From an optimization exercise on the open Yosys and OpenROAD flow, aimed at small area; shortcuts taken in it are not production practice. Only simulation tests tie the RTL to the original design; equivalence was not proved. In every run shown here, the design's own scripts or RTL, not TritonCTS, make the clock network. The flow treats the clock pin as an ideal source. Dropping or thinning the clock tree relies on that and would not hold on a real chip. No activity file was given, so power comes from the tool's default toggle rates.

==> design/flow/design.v <==
module MC(
	input HCLK,
	input HRESETn,
	input [2:0] BEMF,
	output [2:0] VH,
	output [2:0] VL,
	input [28:0] boot_cmd,
	output [9:0] boot_addr,
	input [11:0] Prediv,
	input [11:0] close_loop_pwm,
	input [9:0] comp_delay,
	input [11:0] ph_overflow,
	input orientation,
	input restart_en,
	input en,
	output [2:0] status,
	output [11:0] ph_cnt,
	output stuck
);
localparam [2:0] IDLE       = 3'b000;
localparam [2:0] DELAY      = 3'b001;
localparam [2:0] RD_CMD     = 3'b010;
localparam [2:0] EXE_CMD    = 3'b011;
localparam [2:0] COMP_DELAY = 3'b100;
localparam [2:0] RD_BEMF    = 3'b101;
localparam [2:0] EXE_LOOP   = 3'b111;
reg [2:0] state;
reg [2:0] next_state;
wire s_idle  = (state == IDLE);
wire s_delay = (state == DELAY);
wire s_rd    = (state == RD_CMD);
wire s_exc   = (state == EXE_CMD);
wire s_comp  = (state == COMP_DELAY);
wire s_rb    = (state == RD_BEMF);
wire s_exl   = (state == EXE_LOOP);
wire s_loop  = state[2];
wire s_drive = s_exc | s_exl;
reg [9:0]  shad_comp_delay;    
reg        shad_orientation;   
reg        shad_restart_en;    
reg [11:0] shad_ph_overflow;   
reg [11:0] shad_Prediv;        
reg [11:0] duty;               
reg [11:0] shad_phcnt;         
reg [11:0] pwm_cnt;     
reg [13:0] dly_cnt;     
reg [11:0] seq_cnt;     
reg [2:0]  hi_cnt;      
reg [2:0]  cur_phase;   
reg [2:0]  last_phase;
reg        phase_change_reg0;
wire [2:0] cmd_phase = boot_cmd[14:12];
wire cmd_empty   = (cmd_phase == 3'd0) | seq_cnt[10];
wire pwm_done    = (pwm_cnt == shad_Prediv);
wire pwm_out     = (pwm_cnt <= duty);
wire dly_done    = (dly_cnt == 14'd0);
wire cd_eq       = (pwm_cnt[9:0] == shad_comp_delay);
wire cd_zero     = (shad_comp_delay == 10'd0);
wire cd_done     = (s_comp & cd_eq) | cd_zero;
wire rb_done     = s_rb & (pwm_cnt[2:0] == 3'd7);
wire ph_ovf      = (seq_cnt == shad_ph_overflow);
wire bemf_hi     = hi_cnt[2];
wire phase_change = (cur_phase != last_phase);
wire phase_change_pulse = ~phase_change_reg0 & phase_change;
wire adv = bemf_hi ^ cur_phase[0] ^ shad_orientation;
wire [2:0] ph_fwd = (cur_phase == 3'd6) ? 3'd1 : cur_phase + 3'd1;
wire [2:0] ph_bwd = (cur_phase == 3'd1) ? 3'd6 : cur_phase - 3'd1;
wire [2:0] next_phase_loop = (cur_phase == 3'd0 | ~adv) ? cur_phase :
                             shad_orientation ? ph_bwd : ph_fwd;
wire [2:0] next_phase_cmd = (cmd_phase == 3'd7) ? 3'd0 : cmd_phase;
wire bemf_sel = ((cur_phase == 3'd1) | (cur_phase == 3'd4)) & BEMF[2] |
                ((cur_phase == 3'd2) | (cur_phase == 3'd5)) & BEMF[1] |
                ((cur_phase == 3'd3) | (cur_phase == 3'd6)) & BEMF[0];
always@(posedge HCLK) begin
  phase_change_reg0 <= phase_change;
end
always@(posedge HCLK) begin
  if(s_delay) begin
    shad_comp_delay <= comp_delay;
    shad_orientation <= orientation;
    shad_restart_en <= restart_en;
    shad_ph_overflow <= ph_overflow;
  end
  if(s_delay | cd_done) shad_Prediv <= Prediv;
  if(s_rd) duty <= boot_cmd[11:0];
  else if(cd_done & ~s_exc) duty <= close_loop_pwm;
  if(s_rd) dly_cnt <= boot_cmd[28:15];
  else if(s_exc & pwm_done) dly_cnt <= dly_cnt - 1'b1;
  if(s_comp & cd_eq) hi_cnt <= {2'b0, bemf_sel};
  else if(s_rb & ~(pwm_cnt[2] & pwm_cnt[1])) hi_cnt <= hi_cnt + bemf_sel;
  if(~(s_loop | s_exc) | (s_drive & pwm_done) | (s_comp & cd_eq) | rb_done) pwm_cnt <= 12'd0;
  else pwm_cnt <= pwm_cnt + 1'b1;
  if(s_idle | s_delay | (s_rd & cmd_empty) | (phase_change_pulse & s_loop) | (s_exl & (ph_ovf | ~en))) seq_cnt <= 12'd0;
  else if((s_rd & ~cmd_empty) | rb_done) seq_cnt <= seq_cnt + 1'b1;
end
always@(posedge HCLK or negedge HRESETn) begin
  if(~HRESETn) shad_phcnt <= 12'b0;
  else if(phase_change_pulse) shad_phcnt <= seq_cnt & {12{s_loop}};
end
always@(posedge HCLK or negedge HRESETn) begin
  if(~HRESETn) cur_phase <= 3'd0;
  else if(rb_done) cur_phase <= next_phase_loop;
  else if(s_rd & ~cmd_empty) cur_phase <= next_phase_cmd;
end
always@(posedge HCLK or negedge HRESETn) begin
  if(~HRESETn) last_phase <= 3'd0;
  else if(rb_done) last_phase <= cur_phase;
end
always@(*) begin
  case(state)
    IDLE:       next_state = en ? DELAY : IDLE;
    DELAY:      next_state = RD_CMD;
    RD_CMD:     next_state = cmd_empty ? COMP_DELAY : EXE_CMD;
    EXE_CMD:    next_state = ~en ? IDLE : dly_done ? RD_CMD : EXE_CMD;
    COMP_DELAY: next_state = cd_eq ? RD_BEMF : COMP_DELAY;
    RD_BEMF:    next_state = rb_done ? EXE_LOOP : RD_BEMF;
    EXE_LOOP:   next_state = ~en ? IDLE : ph_ovf ? (shad_restart_en ? DELAY : IDLE) :
                             pwm_done ? COMP_DELAY : EXE_LOOP;
    default:    next_state = IDLE;
  endcase
end
always@(posedge HCLK or negedge HRESETn) begin
  if(~HRESETn) state <= IDLE;
  else state <= next_state;
end
reg [2:0] vh_p, vl_p;
always@(*) begin
  case(cur_phase)
    3'd1: begin vl_p = 3'b010; vh_p = 3'b001; end
    3'd2: begin vl_p = 3'b100; vh_p = 3'b001; end
    3'd3: begin vl_p = 3'b100; vh_p = 3'b010; end
    3'd4: begin vl_p = 3'b001; vh_p = 3'b010; end
    3'd5: begin vl_p = 3'b001; vh_p = 3'b100; end
    3'd6: begin vl_p = 3'b010; vh_p = 3'b100; end
    default: begin vl_p = 3'b000; vh_p = 3'b000; end
  endcase
end
assign VL = vl_p & {3{s_drive}};
assign VH = vh_p & {3{s_drive & pwm_out}};
assign stuck = ph_ovf & s_exl;
assign ph_cnt = shad_phcnt;
assign status = {s_drive, s_loop, ~s_idle};
assign boot_addr = seq_cnt[9:0];
endmodule
module AHB_MC(
	input HCLK,
	input HRESETn,
	input HSEL,
	input [1:0] HTRANS,
	input HREADY,
	input [31:0] HADDR,
	input [31:0] HWDATA,
	input HWRITE,
	output [31:0] HRDATA,
	output HRESP,
	output HREADYOUT,
	input [2:0] BEMF,
	output [2:0] VH,
	output [2:0] VL,
	output stuck,
	output cmd_we,
	output [9:0] cmd_addr,
	output [28:0] cmd_wdata,
	input [28:0] cmd_rdata
);
assign HRESP = 1'b0;
assign HREADYOUT = 1'b1;
reg [11:0] Prediv;
reg [11:0] ph_overflow;
reg [11:0] close_loop_pwm;
reg [9:0] comp_delay;
reg [1:0] ctrl;
reg en;
wire [2:0] status;
wire [9:0] boot_addr_rd;
wire [11:0] ph_cnt;
wire sel = HSEL & HTRANS[1] & HREADY;
reg wr_en_reg;
reg [10:0] addr_reg;    
always@(posedge HCLK or negedge HRESETn) begin
  if(~HRESETn) wr_en_reg <= 1'b0;
  else wr_en_reg <= sel & HWRITE;
end
always@(posedge HCLK) begin
  if(sel) addr_reg[9:0] <= HADDR[11:2];
  addr_reg[10] <= HADDR[12];    
end
wire wr_reg = wr_en_reg & addr_reg[10];
wire [2:0] idx = addr_reg[2:0];
wire [7:0] rsel = {8{addr_reg[10]}} & (8'd1 << idx);    
wire [11:0] rd_mux = {12{rsel[0]}} & close_loop_pwm |
                     {12{rsel[1]}} & Prediv |
                     {12{rsel[2]}} & {2'b0, comp_delay} |
                     {12{rsel[3]}} & {10'b0, ctrl} |
                     {12{rsel[4]}} & ph_cnt |
                     {12{rsel[5]}} & {11'b0, en} |
                     {12{rsel[6]}} & {9'b0, status} |
                     {12{rsel[7]}} & ph_overflow;
assign HRDATA = {20'b0, rd_mux};
wire [11:0] Prediv_next = (|HWDATA[11:8])? HWDATA[11:0] : 12'd256;
always@(posedge HCLK or negedge HRESETn) begin
  if(~HRESETn) close_loop_pwm <= 12'b0;
  else if(wr_reg & (idx == 3'd0)) close_loop_pwm <= HWDATA[11:0];
end
always@(posedge HCLK or negedge HRESETn) begin
  if(~HRESETn) Prediv <= 12'd2048;
  else if(wr_reg & (idx == 3'd1)) Prediv <= Prediv_next;
end
always@(posedge HCLK or negedge HRESETn) begin
  if(~HRESETn) comp_delay <= 10'd512;
  else if(wr_reg & (idx == 3'd2)) comp_delay <= HWDATA[9:0];
end
always@(posedge HCLK or negedge HRESETn) begin
  if(~HRESETn) ctrl <= 2'b0;
  else if(wr_reg & (idx == 3'd3)) ctrl <= HWDATA[1:0];
end
always@(posedge HCLK or negedge HRESETn) begin
  if(~HRESETn) ph_overflow <= 12'd2048;
  else if(wr_reg & (idx == 3'd7)) ph_overflow <= HWDATA[11:0];
end
always@(posedge HCLK or negedge HRESETn) begin
  if(~HRESETn) en <= 1'b0;
  else if(wr_reg & (idx == 3'd5)) en <= HWDATA[0];
  else if(stuck & ~ctrl[1]) en <= 1'b0;
end
MC u1_MC(
	.HCLK             (HCLK),
	.HRESETn          (HRESETn),
	.BEMF             (BEMF),
	.VH               (VH),
	.VL               (VL),
	.boot_cmd         (cmd_rdata),
	.boot_addr        (boot_addr_rd),
	.Prediv           (Prediv),
	.close_loop_pwm   (close_loop_pwm),
	.comp_delay       (comp_delay),
	.ph_overflow      (ph_overflow),
	.orientation      (ctrl[0]),
	.restart_en       (ctrl[1]),
	.en               (en),
	.status           (status),
	.ph_cnt           (ph_cnt),
	.stuck            (stuck)
);
assign cmd_we = wr_en_reg & ~addr_reg[10] & ~en;
assign cmd_addr = en ? boot_addr_rd : addr_reg[9:0];
assign cmd_wdata = {HWDATA[29:16], HWDATA[14:12], HWDATA[11:0]};
endmodule
==> design/flow/flow/run.sh <==
#!/bin/bash
# Standard layout with smaller port buffers, one tie cell for all constant outputs, and a
# two-level clock tree built by flow/pre_cts.tcl in place of TritonCTS.
set -euo pipefail
bash standard.sh \
  "BUFFER_PORTS_ARGS=-buffer_cell sky130_fd_sc_hd__buf_1" \
  "SKIP_REPAIR_TIE_FANOUT=1" \
  "PRE_CTS_TCL=$PWD/flow/pre_cts.tcl" \
  finish > make.log 2>&1
==> design/flow/flow/pre_cts.tcl <==
# Clock tree built here instead of by TritonCTS: the flip-flops are split into nclk groups of
# about equal size by k-means on their placed positions; each group is driven by one leaf
# inverter at the group's centre, and the leaves by one root inverter at their centre, which
# is the clock port's only load (two inversions, so the flip-flops see the clock's polarity).
set nclk 6
set clkbuf_master sky130_fd_sc_hd__inv_16
set root_master sky130_fd_sc_hd__inv_8
proc repair_clock_inverters {args} { puts "clock inverters are placed by pre_cts.tcl" }
proc clock_tree_synthesis {args} { puts "clock tree already built by pre_cts.tcl" }
proc out_iterm {inst} {
  foreach it [$inst getITerms] { if {[$it isOutputSignal]} { return $it } }
}

set block [ord::get_db_block]
set clk_port_net [$block findNet HCLK]
set sinks [$clk_port_net getITerms]
set xs {}; set ys {}
foreach it $sinks {
  set bb [[$it getInst] getBBox]
  lappend xs [expr {([$bb xMin] + [$bb xMax]) / 2.0}]
  lappend ys [expr {([$bb yMin] + [$bb yMax]) / 2.0}]
}
set n [llength $sinks]
# initial centres: a grid over the sinks' bounding box
set x0 [tcl::mathfunc::min {*}$xs]; set x1 [tcl::mathfunc::max {*}$xs]
set y0 [tcl::mathfunc::min {*}$ys]; set y1 [tcl::mathfunc::max {*}$ys]
set nr [expr {max(1, int(round(sqrt($nclk))))}]
set nc [expr {int(ceil($nclk / double($nr)))}]
set cx {}; set cy {}
for {set k 0} {$k < $nclk} {incr k} {
  set r [expr {$k / $nc}]; set c [expr {$k % $nc}]
  lappend cx [expr {$x0 + ($x1-$x0)*($c+0.5)/$nc}]
  lappend cy [expr {$y0 + ($y1-$y0)*($r+0.5)/$nr}]
}
set cap [expr {int(ceil($n / double($nclk)))}]
for {set iter 0} {$iter < 30} {incr iter} {
  # balanced assignment: sinks in order of how much they prefer their best centre
  set cnt [lrepeat $nclk 0]
  set assign [lrepeat $n -1]
  set order {}
  for {set i 0} {$i < $n} {incr i} {
    set ds {}
    for {set k 0} {$k < $nclk} {incr k} {
      lappend ds [expr {abs([lindex $xs $i]-[lindex $cx $k]) + abs([lindex $ys $i]-[lindex $cy $k])}]
    }
    set s [lsort -real $ds]
    lappend order [list $i [expr {[lindex $s 1] - [lindex $s 0]}] $ds]
  }
  foreach e [lsort -real -decreasing -index 1 $order] {
    lassign $e i regret ds
    set best -1; set bd 1e18
    for {set k 0} {$k < $nclk} {incr k} {
      if {[lindex $cnt $k] < $cap && [lindex $ds $k] < $bd} { set bd [lindex $ds $k]; set best $k }
    }
    lset assign $i $best
    lset cnt $best [expr {[lindex $cnt $best] + 1}]
  }
  set sx [lrepeat $nclk 0.0]; set sy [lrepeat $nclk 0.0]
  for {set i 0} {$i < $n} {incr i} {
    set k [lindex $assign $i]
    lset sx $k [expr {[lindex $sx $k] + [lindex $xs $i]}]
    lset sy $k [expr {[lindex $sy $k] + [lindex $ys $i]}]
  }
  for {set k 0} {$k < $nclk} {incr k} {
    if {[lindex $cnt $k] > 0} {
      lset cx $k [expr {[lindex $sx $k] / [lindex $cnt $k]}]
      lset cy $k [expr {[lindex $sy $k] / [lindex $cnt $k]}]
    }
  }
}
puts "clock groups: $cnt"
set master [[ord::get_db] findMaster $clkbuf_master]
set rmaster [[ord::get_db] findMaster $root_master]
set root [odb::dbInst_create $block $rmaster "clkbuf_root"]
set rootnet [odb::dbNet_create $block "clknet_root"]
$rootnet setSigType CLOCK
[$root findITerm A] connect $clk_port_net
[out_iterm $root] connect $rootnet
set w [[$root getBBox] getDX]; set h [[$root getBBox] getDY]
set mx [expr {([tcl::mathfunc::min {*}$cx] + [tcl::mathfunc::max {*}$cx]) / 2}]
set my [expr {([tcl::mathfunc::min {*}$cy] + [tcl::mathfunc::max {*}$cy]) / 2}]
$root setLocation [expr {int($mx - $w/2)}] [expr {int($my - $h/2)}]
$root setPlacementStatus PLACED
for {set k 0} {$k < $nclk} {incr k} {
  set inst [odb::dbInst_create $block $master "clkbuf_grp_$k"]
  set net [odb::dbNet_create $block "clknet_grp_$k"]
  $net setSigType CLOCK
  [$inst findITerm A] connect $rootnet
  [out_iterm $inst] connect $net
  set w [[$inst getBBox] getDX]; set h [[$inst getBBox] getDY]
  $inst setLocation [expr {int([lindex $cx $k] - $w/2)}] [expr {int([lindex $cy $k] - $h/2)}]
  $inst setPlacementStatus PLACED
  set grpnet($k) $net
}
for {set i 0} {$i < $n} {incr i} {
  set it [lindex $sinks $i]
  $it disconnect
  $it connect $grpnet([lindex $assign $i])
}
global_connect
set_propagated_clock [all_clocks]
==> design/flow/standard.sh <==
#!/bin/bash
# synth_recipe.tcl (not shown) runs the flow's synth.tcl, then flattens the netlist and writes it again
# the make line also repeats each setting of config.mk as NAME=value (left out here)
make -C /OpenROAD-flow-scripts/flow DESIGN_CONFIG=/design/flow/config.mk WORK_HOME=/design/flow/orfs CLKGATE_MAP_FILE= SYNTH_SCRIPT=/design/flow/synth_recipe.tcl "${@:-finish}"
==> design/flow/config.mk <==
export PLATFORM = sky130hd
export DESIGN_NAME = AHB_MC
export DESIGN_NICKNAME = AHB_MC
export VERILOG_FILES = /design/flow/design.v
export SDC_FILE = /design/flow/constraint.sdc
export NUM_CORES = 4
export LEC_CHECK = 0
export CAP_MARGIN = 20
export CORE_MARGIN = 2
export CORE_UTILIZATION = 40
export PLACE_DENSITY = 0.6
export SLEW_MARGIN = 20
==> design/flow/constraint.sdc <==
create_clock -name core_clock -period 8.0 [get_ports {HCLK}]
set_input_delay 1.6000 -clock core_clock [delete_from_list [all_inputs] [get_ports {HCLK}]]
set_output_delay 1.6000 -clock core_clock [all_outputs]
set_load 0.01 [all_outputs]
==> results of run 1 <==
## cell usage after synthesis (18+ instances only)
library cell  count  area share
nand2_1         127       0.054
edfxtp_1         73        0.25
dfrtp_1          68        0.19
nor2_1           54       0.023
buf_4            51       0.043
mux2_2           42       0.054
xor2_1           40       0.040
clkbuf_1         36       0.015
o21ai_0          36       0.020
xnor2_1          29       0.029
dfxtp_1          28       0.064
inv_1            27       0.012
nand3_1          26       0.015
ha_1             23       0.033
a22oi_1          19       0.016
a21oi_1          18       0.010
nor3_1           18       0.010
## cell families after synthesis
kind of cell / after synthesis
other cells: 2
simple gates: 285
buf+inv: 120
flops: 172
mux: 56
xor+xnor: 69
compound gates: 126
fa+ha+maj: 23
## metrics by stage
step / setup slack (ps) / total power [mW]
after floorplan: 4539 / 1.744
after global placement: 4162 / 1.925
after detailed placement: 4178 / 1.939
after CTS: 3982 / 2.317
after global routing: 3828 / 2.447
final: 3995 / 2.294
## power by group through the flow
stage	sequential (mW)	clock, mW	combinational [mW]
after floorplan	1.23	0	0.514
after global placement	1.29	0	0.633
after detailed placement	1.30	0	0.641
after CTS	1.28	0.395	0.646
after global routing	1.30	0.422	0.729
final	1.28	0.378	0.638
## worst max-delay path: stages (launching register included)
cell,delay (ps)
edfxtp_1,560
nand2b_1,240
nor2_1,660
a222oi_1,270
o21ai_0,220
buf_1,190
## worst max-delay path by stage
stage                           end  slack [ps]           start  depth (start not counted)
2_1_floorplan  u1_MC.shad_Prediv[0]        4540  u1_MC.state[2]                          4
3_3_place_gp           cmd_wdata[0]        4160       HWDATA[0]                          2
3_5_place_dp           cmd_wdata[0]        4180       HWDATA[0]                          2
4_1_cts                   HRDATA[0]        3980     addr_reg[1]                          5
5_1_grt                   HRDATA[0]        3830     addr_reg[1]                          5
6_report                  HRDATA[0]        3990     addr_reg[1]                          5
## cell usage in the layout, fill, tap and decap left out, types with 3 or more instances in the layout
cell type,n
nand2_1,127
buf_1,101
edfxtp_1,73
dfrtp_1,68
nor2_1,54
mux2_2,42
xor2_1,40
o21ai_0,36
xnor2_1,29
dfxtp_1,28
inv_1,27
nand3_1,26
ha_1,23
a22oi_1,19
a21oi_1,18
nor3_1,18
nand4_1,15
o21ai_1,13
nor4_1,11
mux2_1,10
nand2b_1,8
buf_4,8
a31oi_1,7
inv_16,6
a211oi_1,5
o22ai_1,4
o31ai_1,4
or4_1,4
and3_1,4
mux2i_1,4
nor2b_1,4
dfstp_2,3
## final cells by class
cell class                      instances  area (um2)  area share
Multi-Input combinational cell        561        3649      0.3961
Inverter                               34       232.7     0.02526
Sequential cell                       172        4533      0.4921
Tap cell                              280       350.3     0.03803
Timing Repair Buffer                  110       446.7     0.04849
## routing by layer
metal | wire length [um] | vias to the layer above | global-route usage | part of all wire
li1 | - | 2983 | - | -
met1 | 9798 | 3011 | 0.2486 | 0.47
met2 | 9880 | 158 | 0.2979 | 0.47
met3 | 883 | 26 | 0.01422 | 0.042
met4 | 488 | 0 | 0.03616 | 0.023
met5 | 0 | - | 0 | 0
==> impl_metrics.ini, run 1 <==
[outcome]
status = complete, no violations

[setup_path]
crit_path_end_kind = output port
start_kind = flip-flop
worstPathMaxFanout = 12
worst-r2r-cell-count = 5
crit_type = reg -> out
required_ps = 6400
reg2reg_from = u1_MC.state[1]
r2r_slack_ps = 5060
crit_arrival_ps = 2410
reg2reg_to = u1_MC.seq_cnt[9]

[pwr]
switching_share = 0.3796
peakVddDrop_mv = 0.1822
p_leak_nw = 3.477
power_density_mw_per_mm2 = 249.0
clkPwrFrac = 0.165
power.internal_mw = 1.423
power_frac_comb = 0.278
p_switching_mw = 0.8706
seqPwrFrac = 0.557

[flow_run]
maxCapViolCount = 0

[routing]
route.detailed.drc = 0
drt-total-wl_um = 21050
wl_per_cell_um = 18.19
dr.pass1.iters = 5
drt_first_iter_violations = 432
viasPerCell = 5.340
ant_nets = 0
routed-via-count = 6178

[cts]
postCtsHoldBufs = 0
cts-resized-gates = 0
clkLatencyLatePin_ps = 260
clkTransAtPathRegs_ps = 100
post_cts_buffers = 0

[timing]
hold_viol = 0
holdWs_ps = 471.9
slew_headroom = 0.3318
slew_viol_final = 0
clock_skew_ps = 16.91
finalCritPeriodShare = 0.5007
tns_ps = 0
fmax_mhz = 249.7
finalSetupViolations = 0
grt_setup_unrepaired = false
tightest_slew_ps = 998.6
min_period_ps = 4005

[place]
dp_cells = 1150
port_buffers = 102
dpl_cell_area_mm2 = 0.009080
place_hpwl_um = 15470
place_congestion = 0.8904

[synthesis]
synth_edf_count = 73
synth_area_mm2 = 0.008812
synth_seq_area_share = 0.5144
synth-xor-area-share = 0.06858
synth_seq_cells = 172
synth_compound_area_frac = 0.09087
async_flop_share = 0.4128
synth_cell_types = 59
ys.flop_type = edfxtp_1
synth_top_family_by_area = simple AND/OR/NAND/NOR gates
netlist_instances = 853
synth-simple-area-share = 0.1484
synth_adder_area_share = 0.03266
ys_warn_count = 2
synth_nets = 979
synth_area_per_cell_um2 = 10.33
synth.area.mux_share = 0.07099

[global_route]
gr-usage-all-layers = 0.1755
grt_pass1_wl_um = 33280
grt_overflow = 0
grt_pass1_vias = 5979
antenna_found_initial = 0
grt_max_degree = 72

[floorplanning]
die_w_um = 152.4
die_y_um = 152.4
core_mm2 = 0.02176
start_util = 0.4050
num_rows = 54
die-area_mm2 = 0.02323
boundaryPins = 184

[cells_and_area]
final_cells = 1157
post-route-cell-area_mm2 = 0.009211
fillCellCount = 2151
post-route-util = 0.4234
diodes = 0
drive_gt1_frac = 0.07868
top_register = u1_MC.dly_cnt
largest_reg_flops = 14
area_growth_pct = 4.529
final_nets = 1005

[worst_hold_path]
whs_endpoint = u1_MC.hi_cnt[1]
hold_path_depth = 2
min_from = u1_MC.hi_cnt[1]
min_path_type = reg -> reg
==> run 2, diff against run 1 <==
==> design/flow/flow/run.sh (replaced) <==
#!/bin/bash
# Standard layout with: synthesis whose ABC step is area-oriented (flow/synth.tcl), smaller
# port buffers, one tie cell for all constant outputs, and a two-level clock tree built by
# flow/pre_cts.tcl in place of TritonCTS.
set -euo pipefail
bash standard.sh \
  "SYNTH_SCRIPT=$PWD/flow/synth.tcl" \
  "BUFFER_PORTS_ARGS=-buffer_cell sky130_fd_sc_hd__buf_1" \
  "SKIP_REPAIR_TIE_FANOUT=1" \
  "PRE_CTS_TCL=$PWD/flow/pre_cts.tcl" \
  finish > make.log 2>&1
==> design/flow/flow/synth.tcl (new file) <==
# The standard synthesis (synth_recipe.tcl), except that ABC maps the logic with an
# area-oriented script instead of ORFS's delay-oriented abc_speed.script. The flip-flops are
# mapped before ABC runs, so they keep the standard synthesis's names and cells.
proc synth {args} { yosys synth -nofsm -noshare {*}$args }
proc abc {args} {
  set keep {}
  set i 0
  while {$i < [llength $args]} {
    set a [lindex $args $i]
    if {$a in {-script -D}} {
      incr i 2
    } else {
      lappend keep $a
      incr i
    }
  }
  yosys abc -script "+strash;ifraig;scorr;dc2;strash;&get,-n;&dch,-f;&nf;&put;" {*}$keep
}
source $::env(SCRIPTS_DIR)/synth.tcl
# left out here: clear keep_hierarchy, flatten, clean up, hide names made inside functions, write 1_2_yosys.v
==> impl_metrics.ini, run 2 <==
[pwr]
power_frac_comb = 0.280
switching_share = 0.3822
peakVddDrop_mv = 0.1638
p_switching_mw = 0.9042
clkPwrFrac = 0.159
power_density_mw_per_mm2 = 264.5
p_leak_nw = 3.400
seqPwrFrac = 0.561
power.internal_mw = 1.462
total_power_mw = 2.366

[setup_path]
crit_path_end_kind = output port
cpMostUsedCell = a21oi_1
worstPathMaxFanout = 9
r2r_slack_ps = 4960
max_stage_delay_ps = 580
required_ps = 6400
crit_slowest_cell = dfxtp_1
worstPathCellList = ha_1, a21oi_1, o21ai_0, a21oi_1, o311a_1, a21oi_1, nor4_1, buf_1
crit_buf_inv = 1
crit_type = reg -> out
crit_family = compound AO/OA/AOI/OAI gates
reg2reg_from = u1_MC.state[2]
start_kind = flip-flop
crit_start = u1_MC.pwm_cnt[2]
crit_arrival_ps = 2370

[cells_and_area]
layout_commonest_cell = nand2_1
final_nets = 943
post-route-util = 0.4295
final_cells = 1090
fillCellCount = 2029
top_register = u1_MC.dly_cnt
drive_gt1_frac = 0.02577
largest_reg_flops = 14
area_growth_pct = 6.512
final_cell_mix = nand2_1 (102), buf_1 (101), edfxtp_1 (73)
diodes = 0

[cts]
postCtsHoldBufs = 0
cts-resized-gates = 0
clkLatencyLatePin_ps = 250
clkTransAtPathRegs_ps = 100
post_cts_buffers = 0

[worst_hold_path]
min_path_type = reg -> reg
min_from = ph_overflow[5]

[floorplanning]
core_mm2 = 0.02082
die_w_um = 148.9
die-area_mm2 = 0.02217
start_util = 0.4033
boundaryPins = 184
die_y_um = 148.9
num_rows = 53

[routing]
routed-via-count = 5843
ant_nets = 0
drt-total-wl_um = 19210
viasPerCell = 5.361
wl_per_cell_um = 17.63
drt_first_iter_violations = 410
dr.pass1.iters = 4
route.detailed.drc = 0

[global_route]
antenna_found_initial = 0
gr-usage-all-layers = 0.1697
grt_pass1_wl_um = 30320
grt_pass1_vias = 5637
grt_max_degree = 72
grt_overflow = 0

[timing]
finalSetupViolations = 0
slew_viol_final = 0
finalCritPeriodShare = 0.4963
hold_viol = 0
holdWs_ps = 487.0
tns_ps = 0
min_period_ps = 3970
fmax_mhz = 251.9
grt_setup_unrepaired = false
tightest_slew_ps = 1054
clock_skew_ps = 12.27
slew_headroom = 0.2940

[synthesis]
ys.flop_type = edfxtp_1
synth_edf_count = 73
synth_nets = 875
synth_most_common_cell = nand2_1
synth_cell_types = 52
synth_area_leaders = edfxtp_1 (26%), dfrtp_1 (20%), mux2_1 (6.7%), dfxtp_1 (6.7%), buf_4 (4.6%)
synth_area_per_cell_um2 = 11.21
synth_area_mm2 = 0.008397
synth_seq_area_share = 0.5399
synthTopCellsByCount = nand2_1 (102), edfxtp_1 (73), dfrtp_1 (68)
async_flop_share = 0.4128
synth_top_area_cell = edfxtp_1
synth_seq_cells = 172
synth_top_cell_area_share = 0.2611
netlist_instances = 749
ys_warn_count = 2

[flow_run]
maxCapViolCount = 0

[place]
place_congestion = 0.8053
place_hpwl_um = 14270
port_buffers = 102
dp_cells = 1083

[outcome]
status = complete, no violations
run 2: cell types whose count changed after synthesis, moves of 19 or more:
cell,before,now
clkinv_1,0,22
mux2_2,42,0
nand2_1,127,102
nor2_1,54,35
clkbuf_1,36,0
mux2_1,10,50
inv_1,27,0
run 2: stage by stage:
stage / worst slack, ps / area (um2)
3_5_place_dp: 4292 / 8812
5_1_grt: 3864 / 8944
4_1_cts: 3991 / 8944
2_1_floorplan: 4642 / 8397
3_3_place_gp: 4314 / 8812
6_report: 4030 / 8944
run 2: cell families after synthesis:
kind of cell / count (synthesis) / synth area share
AO/OA/AOI/OAI: 132 / 0.1067
multiplexers: 52 / 0.06944
adder cells (fa/ha/maj): 23 / 0.03427
other: 2 / 0.0008944
buffers and inverters: 73 / 0.05543
XOR/XNOR: 49 / 0.05111
flip-flops: 172 / 0.5399
AND/OR/NAND/NOR: 246 / 0.1423
run 2: per-layer routing:
metal  up-vias  part of all wire  GRT usage
li1       2851                 -          -
met1      2830              0.47     0.2421
met2       137              0.47     0.2855
met3        25             0.038    0.01223
met4         0             0.022    0.03714
met5         -                 0          0
run 2: final cells by class:
cell class	count	area, um2	share of cell area
flip-flops and latches	172	4533	0.5069
multi-input cells	504	3408	0.3811
inverters	29	214.0	0.02392
repair buffers	110	444.2	0.04966
well taps	275	344.1	0.03847
run 2: power by group through the flow:
stage                     registers [mW]  clock network [mW]  logic [mW]
final                               1.33               0.376       0.663
after global routing                1.35               0.422       0.753
after CTS                           1.33               0.397       0.677
after detailed placement            1.34                   0       0.676
after global placement              1.34                   0       0.666
after floorplan                     1.29                   0       0.492
run 2: final timing paths:
| kind | to | cells past startpoint |
|---|---|---|
| setup / recovery | VH[1] | 8 |
| hold / removal | u1_MC.shad_ph_overflow[5] | 0 |
| setup reg to reg | u1_MC.seq_cnt[10] | 7 |
| min in group asynchronous | u1_MC.cur_phase[2] | 2 |
| hold reg to reg | u1_MC.shad_ph_overflow[5] | 0 |
| max in group asynchronous | ph_overflow[7] | 2 |
==> run 3, diff against run 2 <==
--- a/design/flow/flow/synth.tcl
+++ b/design/flow/flow/synth.tcl
@@ -16,3 +16,3 @@
   }
-  yosys abc -script "+strash;ifraig;scorr;dc2;strash;&get,-n;&dch,-f;&nf;&put;" {*}$keep
+  yosys abc -script "+strash;ifraig;scorr;dc2;strash;&get,-n;&dch,-f;&nf,-R,1000,-p;&put;" {*}$keep
 }
==> impl_metrics.ini, run 3 <==
[worst_hold_path]
hold_path_depth = 0
whs_endpoint = u1_MC.shad_comp_delay[2]
min_path_type = reg -> reg
min_from = comp_delay[2]

[timing]
hold_viol = 0
finalCritPeriodShare = 0.5100
tns_ps = 0
slew_viol_final = 0
fmax_mhz = 245.1
tightest_slew_ps = 1055
clock_skew_ps = 8.145
min_period_ps = 4080
layout_setup_ws_ps = 3920
grt_setup_unrepaired = false
finalSetupViolations = 0
slew_headroom = 0.2952

[place]
place_congestion = 0.8139
preCtsSetupSlack_ps = 4023
port_buffers = 102
place_hpwl_um = 13680

[routing]
viasPerCell = 5.217
route.detailed.drc = 0
routed-via-count = 5666
wl_per_cell_um = 16.51
drt-total-wl_um = 17930
drt_first_iter_violations = 405
dr.pass1.iters = 5
ant_nets = 0

[synthesis]
synth_seq_area_share = 0.5471
synth_most_common_cell = nand2_1
synthTopCellsByCount = nand2_1 (105), edfxtp_1 (73), dfrtp_1 (68)
ys.flop_type = edfxtp_1
async_flop_share = 0.4128
synth_nets = 875
synth_cell_types = 45
synth_area_leaders = edfxtp_1 (26%), dfrtp_1 (21%), dfxtp_1 (6.8%), mux2_1 (6.3%), nand2_1 (4.8%)
synth_top_cell_area_share = 0.2646
synth_area_per_cell_um2 = 11.06
synth_top_area_cell = edfxtp_1
synth_area_mm2 = 0.008285
netlist_instances = 749
synth_edf_count = 73
synth_seq_cells = 172
ys_warn_count = 2

[floorplanning]
core_mm2 = 0.02030
num_rows = 52
start_util = 0.4082
die-area_mm2 = 0.02188
die_y_um = 147.9
boundaryPins = 184
die_w_um = 147.9

[global_route]
grt_pass1_vias = 5358
gr-usage-all-layers = 0.1606
met2_usage = 0.2772
grt_pass1_wl_um = 28610
grt.busiest_layer = met2
grt_overflow = 0
grt.met1_usage = 0.2288
antenna_found_initial = 0
grt_max_degree = 72
met3_usage = 0.01204

[setup_path]
worst-r2r-cell-count = 11
reg2reg_from = u1_MC.state[2]
crit_type = reg -> out
worstPathMaxFanout = 9
required_ps = 6400
crit_slowest_cell = dfxtp_1
start_kind = flip-flop
reg2reg_to = u1_MC.seq_cnt[11]
worstPathCellList = ha_1, a21oi_1, o21ai_0, a21oi_1, o221ai_1, nor2_1, o21ai_0, nor3_1, buf_1
crit_arrival_ps = 2480
max_stage_delay_ps = 570
crit_path_end_kind = output port
r2r_slack_ps = 4580

[cells_and_area]
layout_commonest_cell = nand2_1
post-route-util = 0.4355
fillCellCount = 1954
top_register = u1_MC.dly_cnt
final_cell_mix = nand2_1 (104), buf_1 (101), edfxtp_1 (73)
drive_gt1_frac = 0.02696
final_nets = 944
diodes = 0
largest_reg_flops = 14
area_growth_pct = 6.690

[cts]
clkTransAtPathRegs_ps = 90
clkLatencyLatePin_ps = 250
postCtsHoldBufs = 0
post_cts_buffers = 0
cts-resized-gates = 0

[pwr]
p_leak_nw = 3.392
peakVddDrop_mv = 0.1836
power_density_mw_per_mm2 = 276.0

[flow_run]
maxCapViolCount = 0

[outcome]
status = complete, no violations
-- run 3: logic make-up (layout without fill, tap and decap cells) --
family	after synthesis	after routing	share of synthesized area
and+or+nand+nor	252	252	0.1416
DFF	172	172	0.5471
AOI/OAI and AO/OA	136	136	0.1084
buffers and inverters	72	139	0.05572
muxes	48	48	0.06494
xor gates and xnor gates	44	44	0.04651
adders and majority gates	23	23	0.03473
other	2	2	0.0009064
-- run 3: per-layer routing --
| layer | routed length, um | share of wire | vias up |
|---|---|---|---|
| li1 | - | - | 2831 |
| met1 | 8454 | 0.47 | 2673 |
| met2 | 8414 | 0.47 | 139 |
| met3 | 819 | 0.046 | 23 |
| met4 | 244 | 0.014 | 0 |
| met5 | 0 | 0 | - |
-- run 3: power breakdown --
part / switching [mW] / internal [mW]
Clock: 0.307 / 0.0538
Sequential: 0.169 / 1.18
Combinational: 0.459 / 0.265
-- run 3: layout make-up --
type                       instances  area, um2  share of cell area
inverter                          28      210.2             0.02378
multi-input combinational        505       3307              0.3741
sequential                       172       4533              0.5128
tap                              270      337.8             0.03822
timing repair buffer             111      451.7             0.05110
-- run 3: stage by stage --
stage / total power [mW] / hold WS, ps / instance area, um2 / cells
final: 2.440 / 491.7 / 8840 / 1086
after global routing: 2.620 / 510.0 / 8840 / 1086
after CTS: 2.467 / 493.4 / 8828 / 1086
after detailed placement: 2.106 / 467.6 / 8697 / 1079
after global placement: 2.090 / 468.1 / 8697 / 1079
after floorplan: 1.852 / 441.7 / 8285 / 749
-- run 3: critical path: cells and delay by family, from the launching register on --
family                     cells  cell delay, ps
buffers and inverters          1             170
DFF                            1             570
AOI/OAI and AO/OA              5             750
adders and majority gates      1             320
and+or+nand+nor                2             420
-- run 3: worst max-delay path by stage --
stage / start / to / slack (ps) / cells past startpoint
6_report: u1_MC.pwm_cnt[2] / VH[1] / 3920 / 9
5_1_grt: u1_MC.pwm_cnt[2] / VH[1] / 3680 / 9
4_1_cts: u1_MC.pwm_cnt[2] / VH[1] / 3790 / 9
3_5_place_dp: cmd_rdata[13] / u1_MC.seq_cnt[11] / 4020 / 11
3_3_place_gp: cmd_rdata[13] / u1_MC.seq_cnt[11] / 4080 / 11
2_1_floorplan: cmd_rdata[13] / u1_MC.seq_cnt[11] / 4660 / 10
==> run 4, diff against run 3 <==
==> design/flow/flow/run.sh (replaced) <==
#!/bin/bash
# Standard layout with: synthesis whose ABC step is area-oriented (flow/synth.tcl) and maps
# adders with the rest of the logic instead of into half/full-adder cells, smaller
# port buffers, one tie cell for all constant outputs, and a two-level clock tree built by
# flow/pre_cts.tcl in place of TritonCTS.
set -euo pipefail
bash standard.sh \
  "SYNTH_SCRIPT=$PWD/flow/synth.tcl" \
  "ADDER_MAP_FILE=" \
  "BUFFER_PORTS_ARGS=-buffer_cell sky130_fd_sc_hd__buf_1" \
  "SKIP_REPAIR_TIE_FANOUT=1" \
  "PRE_CTS_TCL=$PWD/flow/pre_cts.tcl" \
  finish > make.log 2>&1
==> impl_metrics.ini, run 4 <==
[synthesis]
synth_seq_cells = 172
netlist_instances = 721
synth_top_cell_area_share = 0.2703
synth_edf_count = 73
synth_top_area_cell = edfxtp_1
synth_area_mm2 = 0.008110
synth_area_per_cell_um2 = 11.25
ys_warn_count = 2
synth_area_leaders = edfxtp_1 (27%), dfrtp_1 (21%), dfxtp_1 (6.9%), mux2_1 (6.7%), nand2_1 (5.0%)
async_flop_share = 0.4128
synth_seq_area_share = 0.5589
synth_most_common_cell = nand2_1
synth_nets = 824
ys.flop_type = edfxtp_1
synthTopCellsByCount = nand2_1 (109), edfxtp_1 (73), dfrtp_1 (68)
synth_cell_types = 48

[timing]
hold_viol = 0
clock_skew_ps = 8.344
fmax_mhz = 242.0
tightest_slew_ps = 1024
tns_ps = 0
finalCritPeriodShare = 0.5164
layout_setup_ws_ps = 3869
finalSetupViolations = 0
min_period_ps = 4131
grt_setup_unrepaired = false
slew_headroom = 0.3159
slew_viol_final = 0

[global_route]
gr-usage-all-layers = 0.1658
grt_max_degree = 72
grt_pass1_vias = 5308
grt_overflow = 0
antenna_found_initial = 0
grt_pass1_wl_um = 29010

[routing]
route.detailed.drc = 0
wl_per_cell_um = 17.07
drt_first_iter_violations = 532
drt-total-wl_um = 18030
ant_nets = 0
viasPerCell = 5.207
routed-via-count = 5499
dr.pass1.iters = 5

[pwr]
peakVddDrop_mv = 0.1588
power_density_mw_per_mm2 = 268.2
clkPwrFrac = 0.159
switching_share = 0.3723
power.internal_mw = 1.454
power_frac_comb = 0.267
seqPwrFrac = 0.574
p_leak_nw = 3.207
p_switching_mw = 0.8624

[cells_and_area]
fillCellCount = 1964
final_cells = 1056
drive_gt1_frac = 0.02417
diodes = 0
top_register = u1_MC.dly_cnt
largest_reg_flops = 14
final_nets = 891
final_cell_mix = nand2_1 (109), buf_1 (101), edfxtp_1 (73)
area_growth_pct = 6.510
layout_commonest_cell = nand2_1

[cts]
post_cts_buffers = 0
clkLatencyLatePin_ps = 250
postCtsHoldBufs = 0
cts-resized-gates = 0
clkTransAtPathRegs_ps = 100

[setup_path]
worstPathMaxFanout = 5
crit_family = simple AND/OR/NAND/NOR gates
crit_arrival_ps = 4260
crit_type = in -> reg
required_ps = 8130
max_stage_delay_ps = 370
start_kind = input port
cpMostUsedCell = and3_1
crit_slowest_cell = or2_0
crit_buf_inv = 1
crit_path_end_kind = flip-flop
worstPathCellList = buf_1, nor3_1, nor3_1, or2_0, and3_1, and3_1, and2_0, and3_1, and2_0, and3_1, nand2_1, xor2_1, nor2_1

[floorplanning]
die_y_um = 146.4
die-area_mm2 = 0.02143
num_rows = 52
boundaryPins = 184
die_w_um = 146.4
start_util = 0.4047
core_mm2 = 0.02004

[outcome]
status = complete, no violations

[place]
place_congestion = 0.8395
dp_cells = 1049
preCtsSetupSlack_ps = 3594
port_buffers = 102
place_hpwl_um = 13440

[worst_hold_path]
min_path_type = reg -> reg

[flow_run]
maxCapViolCount = 0
## run 4: changes by cell type in the layout (fill, tap and decap cells not counted), moves of 5 or more
cell      previous run  this run
a21oi_1             34        21
clkinv_1            21         7
ha_1                23         0
nand2_1            104       109
nand2b_1             8        16
nor2_1              44        37
nor3_1              28        23
o21a_1               0         6
or3_1                7         2
xnor2_1             26        42
## run 4: power groups by stage
stage / Clock, mW / Combinational, mW / Sequential [mW]
after floorplan: 0 / 0.470 / 1.29
after global placement: 0 / 0.617 / 1.34
after detailed placement: 0 / 0.626 / 1.35
after CTS: 0.387 / 0.629 / 1.33
after global routing: 0.416 / 0.704 / 1.36
final: 0.369 / 0.618 / 1.33
## run 4: logic make-up (layout without fill, tap and decap cells)
family          after synthesis  in the layout  share of synthesized area
compound gates              119            119                    0.09982
xor+xnor                     64             64                    0.06911
fa+ha+maj                     3              3                   0.003703
buf+inv                      58            123                    0.05045
flops                       172            172                     0.5589
mux                          48             48                    0.06665
other cells                   2              2                  0.0009260
simple gates                255            255                     0.1504
## run 4: cell type report
cell class                      instances  area [um2]  share of cell area
Tap cell                              270       337.8             0.03911
Multi-Input combinational cell        491        3173              0.3673
Timing Repair Buffer                  109       436.7             0.05055
Inverter                               14       157.7             0.01825
Sequential cell                       172        4533              0.5248
## run 4: per-layer routing
| layer | global-route usage | vias to the layer above | routed length [um] |
|---|---|---|---|
| met1 | 0.2419 | 2617 | 8465 |
| met2 | 0.2764 | 151 | 8444 |
| met3 | 0.01281 | 26 | 760 |
| met5 | 0 | - | 0 |
| li1 | - | 2705 | - |
| met4 | 0.02913 | 0 | 357 |
## run 4: final timing paths
check	slack, ps	startpoint	cells past startpoint	endpoint
worst max-delay path	3870	cmd_rdata[13]	13	u1_MC.seq_cnt[11]
max in group asynchronous	5830	HRESETn	2	ph_overflow[6]
worst min register to register	490	Prediv[9]	0	u1_MC.shad_Prediv[9]
min in group asynchronous	1540	HRESETn	2	u1_MC.cur_phase[2]
worst max register to register	3990	u1_MC.state[2]	13	u1_MC.seq_cnt[11]
worst min-delay path	490	Prediv[9]	0	u1_MC.shad_Prediv[9]
## run 4: stage by stage
stage / power [mW] / util / area (um2) / hold slack, ps
2_1_floorplan: 1.763 / - / 8110 / 441.7
3_3_place_gp: 1.960 / 0.4245 / 8507 / 467.4
3_5_place_dp: 1.974 / 0.4245 / 8507 / 468.8
4_1_cts: 2.346 / 0.4311 / 8638 / 492.3
5_1_grt: 2.478 / 0.4311 / 8638 / 510.3
6_report: 2.316 / 0.4311 / 8638 / 488.4
==> run 5, diff against run 4 <==
--- a/design/flow/design.v
+++ b/design/flow/design.v
@@ -178,3 +178,4 @@
 reg wr_en_reg;
-reg [10:0] addr_reg;    
+reg [9:0] addr_reg;     
+reg addr_hi;            
 always@(posedge HCLK or negedge HRESETn) begin
@@ -184,8 +185,11 @@
 always@(posedge HCLK) begin
-  if(sel) addr_reg[9:0] <= HADDR[11:2];
-  addr_reg[10] <= HADDR[12];    
-end
-wire wr_reg = wr_en_reg & addr_reg[10];
+  if(sel) addr_reg <= HADDR[11:2];
+end
+always@(posedge HCLK or negedge HRESETn) begin
+  if(~HRESETn) addr_hi <= 1'b0;
+  else addr_hi <= HADDR[12];
+end
+wire wr_reg = wr_en_reg & addr_hi;
 wire [2:0] idx = addr_reg[2:0];
-wire [7:0] rsel = {8{addr_reg[10]}} & (8'd1 << idx);    
+wire [7:0] rsel = {8{addr_hi}} & (8'd1 << idx);    
 wire [11:0] rd_mux = {12{rsel[0]}} & close_loop_pwm |
@@ -244,4 +248,4 @@
 );
-assign cmd_we = wr_en_reg & ~addr_reg[10] & ~en;
-assign cmd_addr = en ? boot_addr_rd : addr_reg[9:0];
+assign cmd_we = wr_en_reg & ~addr_hi & ~en;
+assign cmd_addr = en ? boot_addr_rd : addr_reg;
 assign cmd_wdata = {HWDATA[29:16], HWDATA[14:12], HWDATA[11:0]};
==> design/flow/flow/run.sh (replaced) <==
#!/bin/bash
# Standard layout with: synthesis whose ABC step is area-oriented (flow/synth.tcl), with
# ripple-carry adders (flow/lcu_ripple.v) mapped with the rest of the logic instead of into
# half/full-adder cells, smaller port buffers, one tie cell for all constant outputs, and a
# two-level clock tree built by flow/pre_cts.tcl in place of TritonCTS.
set -euo pipefail
bash standard.sh \
  "SYNTH_SCRIPT=$PWD/flow/synth.tcl" \
  "ADDER_MAP_FILE=" \
  "SYNTH_OPERATIONS_ARGS=-extra-map $PWD/flow/lcu_ripple.v" \
  "BUFFER_PORTS_ARGS=-buffer_cell sky130_fd_sc_hd__buf_1" \
  "SKIP_REPAIR_TIE_FANOUT=1" \
  "PRE_CTS_TCL=$PWD/flow/pre_cts.tcl" \
  finish > make.log 2>&1
==> design/flow/flow/lcu_ripple.v (new file) <==
// Ripple-carry lookahead unit for synthesis (flow/run.sh passes it to synth with -extra-map),
// smaller than the Kogge-Stone one ORFS uses by default.
(* techmap_celltype = "$lcu" *)
module _80_lcu_ripple (P, G, CI, CO);
	parameter WIDTH = 2;

	(* force_downto *)
	input [WIDTH-1:0] P, G;
	input CI;

	(* force_downto *)
	output [WIDTH-1:0] CO;

	integer i;
	(* force_downto *)
	reg [WIDTH-1:0] c;

	wire [1023:0] _TECHMAP_DO_ = "proc; opt -fast";

	always @* begin
		c[0] = G[0] | (P[0] & CI);
		for (i = 1; i < WIDTH; i = i + 1)
			c[i] = G[i] | (P[i] & c[i-1]);
	end

	assign CO = c;
endmodule
==> impl_metrics.ini, run 5 <==
[timing]
grt_setup_unrepaired = false
finalCritPeriodShare = 0.5189
holdWs_ps = 489.1
clock_skew_ps = 13.12
slew_viol_final = 0
fmax_mhz = 240.9
finalSetupViolations = 0
slew_headroom = 0.3018
tns_ps = 0
hold_viol = 0
tightest_slew_ps = 1043
min_period_ps = 4151

[setup_path]
max_stage_delay_ps = 400
required_ps = 8130
crit_arrival_ps = 4290
crit_path_end_kind = flip-flop
cpMostUsedCell = and3_1
worstPathCellList = buf_1, nor3_1, nor3_1, or2_0, and3_1, and3_1, and2_0, and3_1, and2_0, and3_1, nand2_1, xor2_1, nor2_1
crit_type = in -> reg
crit_buf_inv = 1
start_kind = input port
r2r_slack_ps = 3980
crit_family = simple AND/OR/NAND/NOR gates
worstPathMaxFanout = 5
crit_slowest_cell = or2_0

[global_route]
grt_pass1_wl_um = 28480
grt_overflow = 0
grt_max_degree = 73
grt_pass1_vias = 5301
gr-usage-all-layers = 0.1625
antenna_found_initial = 0

[cells_and_area]
final_nets = 887
drive_gt1_frac = 0.02685
area_growth_pct = 6.649
largest_reg_flops = 14
final_cell_mix = nand2_1 (101), buf_1 (101), edfxtp_1 (73)
top_register = u1_MC.dly_cnt
diodes = 0
fillCellCount = 1852

[synthesis]
synth_seq_area_share = 0.5648
synth.area.mux_share = 0.07147
synth_top_family_by_area = simple AND/OR/NAND/NOR gates
synth_top_cell_area_share = 0.2728
synth_adder_area_share = 0
synth_area_mm2 = 0.008035
synth_nets = 819
synth_seq_cells = 172
synth_top_area_cell = edfxtp_1
synth-simple-area-share = 0.1383
ys.flop_type = edfxtp_1
netlist_instances = 716
synth_area_leaders = edfxtp_1 (27%), dfrtp_1 (21%), mux2_1 (7.1%), dfxtp_1 (6.7%), buf_4 (4.8%)
synth_cell_types = 44
synth_most_common_cell = nand2_1
synth_area_per_cell_um2 = 11.22
synth-xor-area-share = 0.05777
synth_compound_area_frac = 0.1121
ys_warn_count = 2
synthTopCellsByCount = nand2_1 (101), edfxtp_1 (73), dfrtp_1 (69)
async_flop_share = 0.4186
synth_edf_count = 73

[routing]
route.detailed.drc = 0
ant_nets = 0
drt_first_iter_violations = 385
viasPerCell = 5.281
routed-via-count = 5529
wl_per_cell_um = 17.10
dr.pass1.iters = 6
drt-total-wl_um = 17900

[worst_hold_path]
min_path_type = reg -> reg

[pwr]
peakVddDrop_mv = 0.1958
p_leak_nw = 3.205
power_density_mw_per_mm2 = 253.5

[cts]
postCtsHoldBufs = 0
post_cts_buffers = 0
clkTransAtPathRegs_ps = 100
cts-resized-gates = 0
clkLatencyLatePin_ps = 260

[floorplanning]
die_y_um = 145.7
boundaryPins = 184
die_w_um = 145.7
die-area_mm2 = 0.02124
core_mm2 = 0.01959
num_rows = 51
start_util = 0.4102

[place]
place_congestion = 0.7904
place_hpwl_um = 13270
port_buffers = 102

[outcome]
status = complete, no violations

[flow_run]
maxCapViolCount = 0
[run 5: cell types whose count changed after synthesis, sizes merged, moves of 4 or more]
| cell | before | now |
|---|---|---|
| nand2 | 109 | 101 |
| a311oi | 4 | 0 |
| nor2 | 37 | 44 |
| o22ai | 0 | 5 |
| nand2b | 16 | 11 |
| clkinv | 7 | 15 |
| a21oi | 21 | 28 |
| o21ai | 33 | 29 |
| xor2 | 22 | 28 |
| xnor2 | 42 | 25 |
[run 5: final cells by class]
type | count | area (um2) | area share
Sequential cell | 172 | 4538 | 0.5296
Multi-Input combinational cell | 478 | 3065 | 0.3577
Timing Repair Buffer | 110 | 446.7 | 0.05212
Inverter | 22 | 187.7 | 0.02190
Tap cell | 265 | 331.6 | 0.03869
[run 5: kinds of logic after synthesis]
logic type / after synthesis
simple gates: 239
flops: 172
compound gates: 133
buf+inv: 66
xor+xnor: 53
mux: 51
other cells: 2
[run 5: metrics by stage]
stage | total power, mW | util | worst slack [ps] | cells | instance area [um2]
floorplan | 1.634 | - | 4171 | 716 | 8035
global placement | 1.811 | 0.4306 | 3603 | 1040 | 8436
detailed placement | 1.819 | 0.4307 | 3570 | 1040 | 8438
CTS | 2.197 | 0.4374 | 3854 | 1047 | 8569
global route | 2.306 | 0.4374 | 3538 | 1047 | 8569
finish | 2.172 | 0.4374 | 3849 | 1047 | 8569
[run 5: per-layer routing]
metal | GRT usage | vias to the layer above | part of all wire
li1 | - | 2700 | -
met1 | 0.2310 | 2672 | 0.47
met2 | 0.2733 | 137 | 0.47
met3 | 0.01505 | 20 | 0.044
met4 | 0.03235 | 0 | 0.020
met5 | 0 | - | 0
[run 5: power breakdown]
part | total, mW | leakage [nW] | switching (mW) | internal, mW
clock network | 0.379 | 0.0648 | 0.325 | 0.0540
registers | 1.26 | 1.75 | 0.137 | 1.13
logic | 0.531 | 1.39 | 0.334 | 0.197
[run 5: final timing paths]
kind	startpoint	to	depth (start not counted)
worst min register to register	comp_delay[1]	u1_MC.shad_comp_delay[1]	0
worst max-delay path	cmd_rdata[13]	u1_MC.seq_cnt[11]	13
min in group asynchronous	HRESETn	u1_MC.cur_phase[0]	2
worst max register to register	u1_MC.state[2]	u1_MC.seq_cnt[11]	13
max in group asynchronous	HRESETn	ph_overflow[8]	2
worst min-delay path	comp_delay[1]	u1_MC.shad_comp_delay[1]	0
[run 5: worst reg2reg max path: stages (launching register included)]
cell	delay (ps)
dfrtp_1	530
nor2_1	180
nand2_1	510
nor3_1	520
or2_0	400
and3_1	290
and3_1	220
and2_0	260
and3_1	230
and2_0	250
and3_1	230
nand2_1	90
xor2_1	150
nor2_1	50
==> run 6, diff against run 5 <==
--- a/design/flow/design.v
+++ b/design/flow/design.v
@@ -47,3 +47,2 @@
 reg [11:0] seq_cnt;     
-reg [2:0]  hi_cnt;      
 reg [2:0]  cur_phase;   
@@ -61,3 +60,3 @@
 wire ph_ovf      = (seq_cnt == shad_ph_overflow);
-wire bemf_hi     = hi_cnt[2];
+wire bemf_hi     = pwm_cnt[5];    
 wire phase_change = (cur_phase != last_phase);
@@ -88,6 +87,6 @@
   else if(s_exc & pwm_done) dly_cnt <= dly_cnt - 1'b1;
-  if(s_comp & cd_eq) hi_cnt <= {2'b0, bemf_sel};
-  else if(s_rb & ~(pwm_cnt[2] & pwm_cnt[1])) hi_cnt <= hi_cnt + bemf_sel;
-  if(~(s_loop | s_exc) | (s_drive & pwm_done) | (s_comp & cd_eq) | rb_done) pwm_cnt <= 12'd0;
-  else pwm_cnt <= pwm_cnt + 1'b1;
+  if(~(s_loop | s_exc) | (s_drive & pwm_done) | rb_done) pwm_cnt <= 12'd0;
+  else if(s_comp & cd_eq) pwm_cnt <= {8'd0, bemf_sel, 3'd0};
+  else pwm_cnt <= {pwm_cnt[11:3] + ((&pwm_cnt[2:0]) | (bemf_sel & s_rb & ~(pwm_cnt[2] & pwm_cnt[1]))),
+                   pwm_cnt[2:0] + 3'd1};
   if(s_idle | s_delay | (s_rd & cmd_empty) | (phase_change_pulse & s_loop) | (s_exl & (ph_ovf | ~en))) seq_cnt <= 12'd0;
==> impl_metrics.ini, run 6 <==
[outcome]
status = complete, no violations

[cells_and_area]
post-route-cell-area_mm2 = 0.008471
final_nets = 853
post-route-util = 0.4352
area_growth_pct = 6.513
top_register = u1_MC.dly_cnt
final_cell_mix = buf_1 (101), edfxtp_1 (72), dfrtp_1 (69)
fillCellCount = 1851
diodes = 0
largest_reg_flops = 14
layout_commonest_cell = buf_1
drive_gt1_frac = 0.02674
final_cells = 1013

[timing]
min_period_ps = 4268
slew_viol_final = 0
tns_ps = 0
finalCritPeriodShare = 0.5335
clock_skew_ps = 11.36
fmax_mhz = 234.3
hold_viol = 0
finalSetupViolations = 0
tightest_slew_ps = 960.6
grt_setup_unrepaired = false
slew_headroom = 0.3537
holdWs_ps = 482.6
layout_setup_ws_ps = 3732

[synthesis]
synth_seq_area_share = 0.5618
netlist_instances = 685
ys.flop_type = edfxtp_1
synth_edf_count = 72
synth_seq_cells = 169
synth-xor-area-share = 0.05507
synth_cell_types = 48
synth_area_mm2 = 0.007953
synth_top_cell_area_share = 0.2719
synth_top_area_cell = edfxtp_1
ys_warn_count = 2
synth_area_leaders = edfxtp_1 (27%), dfrtp_1 (22%), mux2_1 (8.5%), dfxtp_1 (6.3%), buf_4 (4.8%)
synth.area.mux_share = 0.08496
async_flop_share = 0.4260
synth_area_per_cell_um2 = 11.61
synth_compound_area_frac = 0.1160
synth_adder_area_share = 0
synth_top_family_by_area = simple AND/OR/NAND/NOR gates
synthTopCellsByCount = edfxtp_1 (72), dfrtp_1 (69), nand2_1 (66)
synth_most_common_cell = edfxtp_1
synth_nets = 788
synth-simple-area-share = 0.1246

[routing]
viasPerCell = 5.401
drt_first_iter_violations = 425
wl_per_cell_um = 18.56
drt-total-wl_um = 18810
dr.pass1.iters = 7
ant_nets = 0
route.detailed.drc = 0
routed-via-count = 5471

[cts]
postCtsHoldBufs = 0
clkLatencyLatePin_ps = 260
clkTransAtPathRegs_ps = 100
post_cts_buffers = 0
cts-resized-gates = 0

[pwr]
p_leak_nw = 3.057
power_density_mw_per_mm2 = 265.0
peakVddDrop_mv = 0.1982
total_power_mw = 2.244

[setup_path]
crit_type = in -> reg
required_ps = 8140
crit_path_end_kind = flip-flop
crit_arrival_ps = 4410
worstPathMaxFanout = 5
start_kind = input port

[global_route]
grt_max_degree = 73
grt_overflow = 0
antenna_found_initial = 0
grt_pass1_wl_um = 30220
gr-usage-all-layers = 0.1739
grt_pass1_vias = 5575

[place]
port_buffers = 102
dp_cells = 1006
dpl_cell_area_mm2 = 0.008334
place_congestion = 0.8355
place_hpwl_um = 13800
preCtsSetupSlack_ps = 3515

[floorplanning]
die-area_mm2 = 0.02103
core_mm2 = 0.01946
die_y_um = 145
die_w_um = 145
boundaryPins = 184
num_rows = 51
start_util = 0.4086

[worst_hold_path]
min_path_type = reg -> reg

[flow_run]
maxCapViolCount = 0
run 6: worst paths after layout:
check / start / endpoint / slack (ps) / depth (start not counted)
worst max-delay path: cmd_rdata[13] / u1_MC.seq_cnt[11] / 3730 / 13
worst min-delay path: comp_delay[8] / u1_MC.shad_comp_delay[8] / 480 / 0
worst max register to register: u1_MC.state[1] / u1_MC.seq_cnt[11] / 4200 / 13
worst min register to register: comp_delay[8] / u1_MC.shad_comp_delay[8] / 480 / 0
max in group asynchronous: HRESETn / Prediv[10] / 5820 / 2
min in group asynchronous: HRESETn / u1_MC.cur_phase[2] / 1560 / 2
run 6: layer usage:
layer / wire [um] / track usage / share of wire / vias to the layer above
li1: - / - / - / 2610
met1: 8224 / 0.2358 / 0.44 / 2669
met2: 9240 / 0.3060 / 0.49 / 160
met3: 909 / 0.01447 / 0.048 / 32
met4: 432 / 0.03663 / 0.023 / 0
met5: 0 / 0 / 0 / -
run 6: critical path: stages:
cell	delay, ps
buf_1	140
nor3_1	110
nor4_1	380
or2_0	380
and3_1	310
and3_1	220
and2_0	250
and3_1	240
and2_0	260
and3_1	240
nand2_1	90
xor2_1	150
nor2_1	50
run 6: cell type report:
class | instances | area, um2 | area share
inverters | 25 | 198.9 | 0.02349
repair buffers | 107 | 421.7 | 0.04978
flip-flops and latches | 169 | 4468 | 0.5275
well taps | 265 | 331.6 | 0.03914
multi-input cells | 447 | 3050 | 0.3601
run 6: report_power, final:
| group | total (mW) | internal [mW] | switching [mW] |
|---|---|---|---|
| Combinational | 0.577 | 0.220 | 0.357 |
| Clock | 0.370 | 0.0540 | 0.316 |
| Sequential | 1.30 | 1.14 | 0.157 |
| Total | 2.24 | 1.41 | 0.830 |
run 6: kinds of logic (layout without fill, tap and decap cells):
group | count (synthesis) | count (layout)
AND/OR/NAND/NOR | 201 | 201
flip-flops | 169 | 169
AO/OA/AOI/OAI | 134 | 134
buffers and inverters | 69 | 132
multiplexers | 60 | 60
XOR/XNOR | 50 | 50
other | 2 | 2
==> run 7, diff against run 6 <==
--- a/design/flow/flow/synth.tcl
+++ b/design/flow/flow/synth.tcl
@@ -16,3 +16,3 @@
   }
-  yosys abc -script "+strash;ifraig;scorr;dc2;strash;&get,-n;&dch,-f;&nf,-R,1000,-p;&put;" {*}$keep
+  yosys abc -script "+strash;ifraig;scorr;dc2;strash;&get,-n;&dc2;&dc2;&dch,-f;&nf,-R,1000,-p;&put;" {*}$keep
 }
==> impl_metrics.ini, run 7 <==
[floorplanning]
die_w_um = 144.3
boundaryPins = 184
die_y_um = 144.3
num_rows = 51
start_util = 0.4060
core_mm2 = 0.01940
die-area_mm2 = 0.02083

[cts]
cts-resized-gates = 0
postCtsHoldBufs = 0
clkLatencyLatePin_ps = 250
clkTransAtPathRegs_ps = 100
post_cts_buffers = 0

[setup_path]
crit_slowest_cell = o31ai_1
start_kind = flip-flop
crit_path_end_kind = output port
crit_type = reg -> out
worstPathMaxFanout = 3
worstPathCellList = clkinv_1, o22ai_1, a21oi_1, a21oi_1, a221oi_1, o221ai_1, a21oi_1, a221oi_1, nor3_1, o31ai_1, a21oi_1, buf_1
crit_arrival_ps = 2770
cpMostUsedCell = a21oi_1
max_stage_delay_ps = 660
required_ps = 6400

[cells_and_area]
area_growth_pct = 6.403
layout_commonest_cell = nand2_1
drive_gt1_frac = 0.02211
final_cell_mix = nand2_1 (102), buf_1 (101), edfxtp_1 (72)
final_nets = 874
diodes = 0
post-route-util = 0.4320
top_register = u1_MC.dly_cnt
largest_reg_flops = 14

[routing]
dr.pass1.iters = 5
viasPerCell = 5.220
routed-via-count = 5397
route.detailed.drc = 0
drt_first_iter_violations = 446
drt-total-wl_um = 17930
ant_nets = 0
wl_per_cell_um = 17.34

[timing]
layout_setup_ws_ps = 3632
min_period_ps = 4368
slew_viol_final = 0
tightest_slew_ps = 1049
grt_setup_unrepaired = false
tns_ps = 0
fmax_mhz = 229.0
finalSetupViolations = 0
finalCritPeriodShare = 0.5460
hold_viol = 0
clock_skew_ps = 8.917
holdWs_ps = 482.4
slew_headroom = 0.2994

[synthesis]
synth_area_per_cell_um2 = 11.14
synthTopCellsByCount = nand2_1 (102), edfxtp_1 (72), dfrtp_1 (69)
synth_area_mm2 = 0.007875
synth_area_leaders = edfxtp_1 (27%), dfrtp_1 (22%), mux2_1 (7.3%), dfxtp_1 (6.4%), buf_4 (4.9%)
synth_adder_area_share = 0
async_flop_share = 0.4260
synth_top_area_cell = edfxtp_1
synth_top_family_by_area = simple AND/OR/NAND/NOR gates
synth_cell_types = 45
netlist_instances = 707
synth_edf_count = 72
synth_seq_cells = 169
synth_nets = 810
synth.area.mux_share = 0.07293
synth_compound_area_frac = 0.1149
ys_warn_count = 2
synth_most_common_cell = nand2_1
synth-xor-area-share = 0.04560
synth_seq_area_share = 0.5674
synth-simple-area-share = 0.1416
synth_top_cell_area_share = 0.2745
ys.flop_type = edfxtp_1

[place]
preCtsSetupSlack_ps = 3564
port_buffers = 102
place_hpwl_um = 13370
place_congestion = 0.8500

[global_route]
grt_overflow = 0
grt_pass1_wl_um = 27830
grt_max_degree = 73
gr-usage-all-layers = 0.1696
antenna_found_initial = 0
grt_pass1_vias = 5125

[outcome]
status = complete, no violations

[pwr]
peakVddDrop_mv = 0.1596
p_leak_nw = 3.127
power_density_mw_per_mm2 = 279.5

[flow_run]
maxCapViolCount = 0

[worst_hold_path]
min_path_type = reg -> reg
==> run 7: cell types whose count changed in the layout (fill, tap and decap cells not counted), moves of 3 or more <==
cell and change:
o22ai_1 +4, nor2_1 +17, nand2_1 +36, a21o_1 -5
mux2_1 -9, or3_1 +4, xnor2_1 -10, a221oi_1 +3
nand2b_1 -3, nor4_1 -4
==> run 7: path summary, 6_finish.rpt <==
path	from	endpoint	slack, ps	cells after the start
max	u1_MC.duty[10]	VH[1]	3630	12
min	Prediv[4]	u1_MC.shad_Prediv[4]	480	0
max reg2reg	u1_MC.state[1]	u1_MC.seq_cnt[11]	4100	13
min reg2reg	Prediv[4]	u1_MC.shad_Prediv[4]	480	0
max in group asynchronous	HRESETn	comp_delay[8]	5930	1
min in group asynchronous	HRESETn	ctrl[0]	1460	1
==> run 7: kinds of logic (layout without fill, tap and decap cells) <==
family          after synthesis  after routing
simple gates                243            243
flops                       169            169
compound gates              133            133
buf+inv                      68            130
mux                          51             51
xor+xnor                     41             41
other cells                   2              2
==> run 7: final cells by class <==
class	count	area, um2
well taps	265	331.6
inverters	24	195.2
multi-input cells	470	2968
fillers	1892	11020
flip-flops and latches	169	4468
repair buffers	106	416.7
==> run 7: per-layer routing <==
layer	wire [um]	GRT usage	up-vias
li1	-	-	2660
met1	8337	0.2462	2570
met2	8431	0.2874	139
met3	917	0.01325	28
met4	244	0.02146	0
met5	0	0	-
==> run 7: worst max-delay path, delay by kind of cell, from the launching register on <==
kind                   cells  cell delay [ps]
buffers and inverters      2              250
flip-flops                 1              340
AND/OR/NAND/NOR            1               90
AO/OA/AOI/OAI              9             1820
==> run 7: where the power goes <==
part / switching [mW] / internal, mW
Combinational: 0.414 / 0.230
Clock: 0.321 / 0.0539
Sequential: 0.160 / 1.16
Total: 0.895 / 1.45
==> run 7: through the flow <==
| stage | cells | cell area (um2) | total power [mW] |
|---|---|---|---|
| after detailed placement | 1027 | 8248 | 1.997 |
| after CTS | 1034 | 8379 | 2.367 |
| after global placement | 1027 | 8248 | 1.984 |
| after global routing | 1034 | 8379 | 2.501 |
| final | 1034 | 8379 | 2.342 |
| after floorplan | 707 | 7875 | 1.768 |

-- static timing again, ports no longer ideal --
The flow's constraints put no driver on any port. The routed layouts listed below were extracted and timed again, unchanged, in two steps.
Step 1 (the two cells are an assumption about what drives the block):
set clk [get_ports {HCLK}]
set_driving_cell -lib_cell sky130_fd_sc_hd__clkbuf_16 $clk
set_driving_cell -lib_cell sky130_fd_sc_hd__buf_2 [delete_from_list [all_inputs] $clk]
Step 2, shift: input delay + t, output delay - t, t = (earliest + latest rising clock arrival at the registers) / 2. This alone moves slack from input paths to output paths.
Three values: no drivers, after step 1, after step 2; two values: the first two.
| run | t, ns | setup slack, ns | worst slew at a driven data input, ns |
|---|---|---|---|
| run 1 | 0.314 | 3.995 / 3.936 / 4.104 | 0.07 |
| run 2 | 0.303 | 4.030 / 3.975 / 4.278 | 0.06 |
| run 3 | 0.303 | 3.920 / 3.864 / 4.015 | 0.07 |
| run 4 | 0.300 | 3.869 / 3.869 / 3.597 | 0.07 |
| run 5 | 0.304 | 3.849 / 3.881 / 3.577 | 0.07 |
| run 6 | 0.305 | 3.732 / 3.761 / 3.456 | 0.07 |
| run 7 | 0.300 | 3.632 / 3.580 / 3.520 | 0.07 |
After both steps setup and hold are still met in every run listed. For run 6, which loses most, drivers alone change the setup slack by +0.029 ns; drivers and shift together by -0.276 ns.
